This design comes from an exercise in tuning for small area on the open sky130 flow, not from production work.
Where RTL was checked, it was by simulation tests only, not by an equivalence proof against the original.
Power figures rest on the tool's default switching activity, not on a simulated workload.

// top
module top(
    iTms,
    iTck,
    iTrst,
    iDesync,
    iTdi,
    oRINC,
    WrEn,
    regAddr,
    D7_D0,
    setDataReg_Latch
);
input iTms;
input iTck;
input iTrst;
input iDesync;
input iTdi;
output oRINC;
output WrEn;
output[2:0] regAddr;
output[7:0] D7_D0;
output[7:0] setDataReg_Latch;
wire oTdo;
wire oShift;
wire oWrEn;
wire oEMPT;
wire[7:0] oRDAT;
reg[7:0] setDataReg;
reg[7:0] setDataReg_Latch;
reg wrEnQ;
jtag_top jtag_top_inst(
    .iTck(iTck),
    .iTrst(iTrst),
    .iTms(iTms),
    .iTdi(iTdi),
    .iDesync(iDesync),
    .tdoHold(setDataReg[7]),
    .oTdo(oTdo),
    .oShift(oShift),
    .oWrEn(oWrEn)
);
fifo_top fifo_top_inst(
    .iClk(iTck),
    .iRstn(iTrst),
    .iWDAT(setDataReg_Latch),
    .iChg(wrEnQ),
    .oEMPT(oEMPT),
    .oRDAT(oRDAT)
);
config_passer config_passer_inst(
    .CLK(iTck),
    .RSTn(iTrst),
    .Empty(oEMPT),
    .Data(oRDAT),
    .D7_D0(D7_D0),
    .RINC(oRINC),
    .WrEn(WrEn),
    .RegAddr(regAddr)
);
always @(posedge iTck) begin
    if (oShift)
        setDataReg <= {oTdo, setDataReg[7:1]};
end
always @(posedge iTck or negedge iTrst) begin
    if(~iTrst)
        wrEnQ <= 1'b0;
    else
        wrEnQ <= oWrEn;
end
always @(posedge iTck or negedge iTrst) begin
    if(~iTrst)
        setDataReg_Latch <= 8'b0;
    else if(wrEnQ)
        setDataReg_Latch <= setDataReg;
end
  ...
Size: roughly 280 cells after synthesis, about 88 flip-flops, ~26 I/O pins, ~0.0031 mm² of cells after synthesis.
==> module config_passer, before the edit <==
module config_passer (
    input        CLK,
    input        RSTn,
    input        Empty,
    input  [7:0] Data,
    output [7:0] D7_D0,
    output       RINC,
    output       WrEn,
    output reg [2:0] RegAddr
);
reg [2:0] Count;
reg WrReg;
wire analyze = (Count == 3'd0);
always @(posedge CLK or negedge RSTn) begin
    if (~RSTn)
        Count <= 3'd0;
    else if (!analyze)
        Count <= Count - 3'd1;
    else if (!Empty)
        Count <= Data[2:0];
end
always @(posedge CLK or negedge RSTn) begin
    if (~RSTn)
        RegAddr <= 3'b0;
    else if (analyze && !Empty)
        RegAddr <= Data[5:3];
end
always @(posedge CLK) begin
    if (analyze)
        WrReg <= Data[7];
end
assign D7_D0 = Data;
assign RINC  = ~Empty;
assign WrEn  = WrReg & ~analyze;
endmodule
==> module jtag_top, before the edit <==
module jtag_top(
    input  iTck,
    input  iTrst,
    input  iTms,
    input  iTdi,
    input  iDesync,
    input  tdoHold,      
    output oTdo,         
    output oShift,       
    output oWrEn
);
localparam pTestLogicReset = 4'hF;
localparam pRunTestIdle    = 4'hC;
localparam pSelectDRScan   = 4'h7;
localparam pCaptureDR      = 4'h6;
localparam pShiftDR        = 4'h2;
localparam pExit1DR        = 4'h1;
localparam pPauseDR        = 4'h3;
localparam pExit2DR        = 4'h0;
localparam pUpdateDR       = 4'h5;
localparam pSelectIRScan   = 4'h4;
localparam pCaptureIR      = 4'hE;
localparam pShiftIR        = 4'hA;
localparam pExit1IR        = 4'h9;
localparam pPauseIR        = 4'hB;
localparam pExit2IR        = 4'h8;
localparam pUpdateIR       = 4'hD;
localparam IR_BYPASS = 2'd0;
localparam IR_IDCODE = 2'd1;
localparam IR_CONFIG = 2'd2;
localparam IR_NONE   = 2'd3;
reg [3:0] stN;                       
wire [3:0] st = ~stN;
reg [3:0] nxt;
always @(*) begin
    case (st)
        pTestLogicReset: nxt = iTms ? pTestLogicReset : pRunTestIdle;
        pRunTestIdle:    nxt = iTms ? pSelectDRScan   : pRunTestIdle;
        pSelectDRScan:   nxt = iTms ? pSelectIRScan   : pCaptureDR;
        pCaptureDR:      nxt = iTms ? pExit1DR        : pShiftDR;
        pShiftDR:        nxt = iTms ? pExit1DR        : pShiftDR;
        pExit1DR:        nxt = iTms ? pUpdateDR       : pPauseDR;
        pPauseDR:        nxt = iTms ? pExit2DR        : pPauseDR;
        pExit2DR:        nxt = iTms ? pUpdateDR       : pShiftDR;
        pUpdateDR:       nxt = iTms ? pSelectDRScan   : pRunTestIdle;
        pSelectIRScan:   nxt = iTms ? pTestLogicReset : pCaptureIR;
        pCaptureIR:      nxt = iTms ? pExit1IR        : pShiftIR;
        pShiftIR:        nxt = iTms ? pExit1IR        : pShiftIR;
        pExit1IR:        nxt = iTms ? pUpdateIR       : pPauseIR;
        pPauseIR:        nxt = iTms ? pExit2IR        : pPauseIR;
        pExit2IR:        nxt = iTms ? pUpdateIR       : pShiftIR;
        default:         nxt = iTms ? pSelectDRScan   : pRunTestIdle;  
    endcase
end
always @(posedge iTck or negedge iTrst) begin
    if (!iTrst)
        stN <= 4'h0;
    else
        stN <= ~nxt;
end
wire tlr   = (st == pTestLogicReset);
wire capdr = (st == pCaptureDR);
wire shdr  = (st == pShiftDR);
wire shir  = (st == pShiftIR);
reg [3:0] SIRn;                         
wire [3:0] SIR = ~SIRn;
wire sirShift = shir;                   
wire sirHold  = ~(shir | tlr);
always @(posedge iTck) begin
    SIRn <= ~(({4{sirShift}} & {iTdi, SIR[3:1]}) | ({4{sirHold}} & SIR) |
              {3'b000, tlr});
end
reg [1:0] IR;
always @(*) begin
    case (SIR)
        4'b0001: IR = IR_BYPASS;
        4'b0010: IR = IR_IDCODE;
        4'b0100: IR = IR_CONFIG;
        default: IR = IR_NONE;
    endcase
end
wire cfg = (IR == IR_CONFIG);
reg [31:0] IDCn;
wire [31:0] IDC = ~IDCn;
wire idcHold = ~(capdr | shdr);
always @(posedge iTck) begin
    IDCn <= ~(({32{shdr}} & {iTdi, IDC[31:1]}) | ({32{idcHold}} & IDC) |
              ({32{capdr}} & 32'h149511c3));
end
reg [7:0] SCFn;                         
wire [7:0] SCF = ~SCFn;
wire scfShift = shdr & cfg;             
wire scfHold  = ~(scfShift | tlr);
always @(posedge iTck) begin
    SCFn <= ~(({8{scfShift}} & {iTdi, SCF[7:1]}) | ({8{scfHold}} & SCF));
end
reg sync;
always @(posedge iTck) begin
    if (tlr)
        sync <= 1'b0;
    else if (SCF == 8'hF0)
        sync <= 1'b1;
    else if (iDesync)
        sync <= 1'b0;
end
reg [3:0] sftCnt;
always @(posedge iTck) begin
    if (tlr || !sync)
        sftCnt <= 4'd0;
    else if (shdr && cfg)
        sftCnt <= sftCnt + 4'd1;
end
assign oWrEn = shdr & cfg & sync & (&sftCnt);
reg drTdo;
always @(*) begin
    case (IR)
        IR_BYPASS: drTdo = IDC[31];
        IR_IDCODE: drTdo = IDC[0];
        IR_CONFIG: drTdo = SCF[0];
        default:   drTdo = tdoHold;
    endcase
end
assign oTdo   = shir ? SIR[0] : drTdo;
assign oShift = shir | shdr;
endmodule
export LEC_CHECK = 0
export ABC_AREA = 1
export CAP_MARGIN = 20
export CORE_MARGIN = 2
export CORE_UTILIZATION = 75
export GPL_TIMING_DRIVEN = 0
export PLACE_DENSITY = 0.8
export SLEW_MARGIN = 20
create_clock -name core_clock -period 8.0 [get_ports {iTck}]
standard.sh (not shown) runs the stock make flow with config.mk's settings and CLKGATE_MAP_FILE= SYNTH_SCRIPT=/design/flow/synth_recipe.tcl, a recipe that flattens the netlist after the stock synthesis.
==> flow/flow/run.sh <==
#!/bin/bash
# Own layout flow: the standard ORFS flow (standard.sh) with
#  - an area-oriented ABC script for the combinational logic (abc_area.script
#    here replaces ORFS's; registers are mapped exactly as in the standard
#    synthesis, before ABC runs),
#  - port buffers of the smallest buffer cell,
#  - clock tree synthesis without dummy loads.
# Each tool's output goes to the ORFS logs; make's output to standard.log.
set -e
HERE=$(pwd)
rm -rf "$HERE/scripts"
cp -r "$FLOW_HOME/scripts" "$HERE/scripts"
cp "$HERE/flow/abc_area.script" "$HERE/scripts/abc_area.script"
export SCRIPTS_DIR="$HERE/scripts"
export BUFFER_PORTS_ARGS="-buffer_cell sky130_fd_sc_hd__buf_1"
export CTS_ARGS="-sink_clustering_enable -repair_clock_nets -dont_use_dummy_load"
bash standard.sh > standard.log 2>&1
==> flow/flow/abc_area.script <==
strash
balance
rewrite
refactor
balance
rewrite
rewrite -z
balance
refactor -z
rewrite -z
balance
dch -f
amap
topo
Change:
--- a/flow/design.v
+++ b/flow/design.v
@@ -7,7 +7,8 @@
     output       RINC,
     output       WrEn,
-    output reg [2:0] RegAddr
+    output [2:0] RegAddr
 );
 reg [2:0] Count;
+reg [2:0] RegAddr;
 reg WrReg;
 wire analyze = (Count == 3'd0);
@@ -122,35 +123,36 @@
 wire shdr  = (st == pShiftDR);
 wire shir  = (st == pShiftIR);
-reg [3:0] SIRn;                         
-wire [3:0] SIR = ~SIRn;
+wire updir = (st == pUpdateIR);
+reg [3:0] SIR;
+reg [1:0] IR;
 wire sirShift = shir;                   
 wire sirHold  = ~(shir | tlr);
 always @(posedge iTck) begin
-    SIRn <= ~(({4{sirShift}} & {iTdi, SIR[3:1]}) | ({4{sirHold}} & SIR) |
-              {3'b000, tlr});
-end
-reg [1:0] IR;
-always @(*) begin
-    case (SIR)
-        4'b0001: IR = IR_BYPASS;
-        4'b0010: IR = IR_IDCODE;
-        4'b0100: IR = IR_CONFIG;
-        default: IR = IR_NONE;
-    endcase
+    SIR <= ({4{sirShift}} & {iTdi, SIR[3:1]}) | ({4{sirHold}} & SIR) |
+           {3'b000, tlr};
+end
+always @(posedge iTck) begin
+    if (tlr)
+        IR <= IR_BYPASS;
+    else if (updir)
+        case (SIR)
+            4'b0001: IR <= IR_BYPASS;
+            4'b0010: IR <= IR_IDCODE;
+            4'b0100: IR <= IR_CONFIG;
+            default: IR <= IR_NONE;
+        endcase
 end
 wire cfg = (IR == IR_CONFIG);
-reg [31:0] IDCn;
-wire [31:0] IDC = ~IDCn;
+reg [31:0] IDC;
 wire idcHold = ~(capdr | shdr);
 always @(posedge iTck) begin
-    IDCn <= ~(({32{shdr}} & {iTdi, IDC[31:1]}) | ({32{idcHold}} & IDC) |
-              ({32{capdr}} & 32'h149511c3));
-end
-reg [7:0] SCFn;                         
-wire [7:0] SCF = ~SCFn;
+    IDC <= ({32{shdr}} & {iTdi, IDC[31:1]}) | ({32{idcHold}} & IDC) |
+           ({32{capdr}} & 32'h149511c3);
+end
+reg [7:0] SCF;
 wire scfShift = shdr & cfg;             
 wire scfHold  = ~(scfShift | tlr);
 always @(posedge iTck) begin
-    SCFn <= ~(({8{scfShift}} & {iTdi, SCF[7:1]}) | ({8{scfHold}} & SCF));
+    SCF <= ({8{scfShift}} & {iTdi, SCF[7:1]}) | ({8{scfHold}} & SCF);
 end
 reg sync;
Power increases by 5.7%.
Setup slack is better by 0.17 ns.
Synthesized cell count increases by 1.8%.
Routed wire length decreases by 9.3%.
Cell count increases by 1.4%.
Clock skew increases by 0.0048 ns.
Count of clock-buffer cells in the layout is unchanged.
Combinational power increases by 23%.
Hold slack hardly moves.
Maximum frequency increases by 5.1%.
Design area increases by 1.8%.
Synthesized area increases by 1.8%.
Sequential cell count increases by 2.
Only the layout flow was run in the second run of this note; the RTL was not checked for function there.

[afterwards: timing with drivers on the ports]
The results above use ideal ports. As a check the final layouts listed here were re-extracted and re-timed, cells and wires unchanged. Step 1: set_driving_cell puts a clkbuf_16 on iTck and a buf_2 on each other input, an assumption about the parent block. Step 2, shift: input delay + t, output delay - t, t = (earliest + latest rising clock arrival at the registers) / 2. This alone moves slack from input paths to output paths. Slacks: ideal ports / drivers / drivers and shift; pairs: ideal ports / drivers.
run	shift t [ns]	slack for setup (ns)	hold WS [ns]
the first run	0.356	4.584 / 4.584 / 4.584	0.444 / 0.444 / 0.444
the second run	0.373	4.749 / 4.720 / 5.093	0.444 / 0.444 / 0.444
After both steps setup and hold are still met in every run listed.
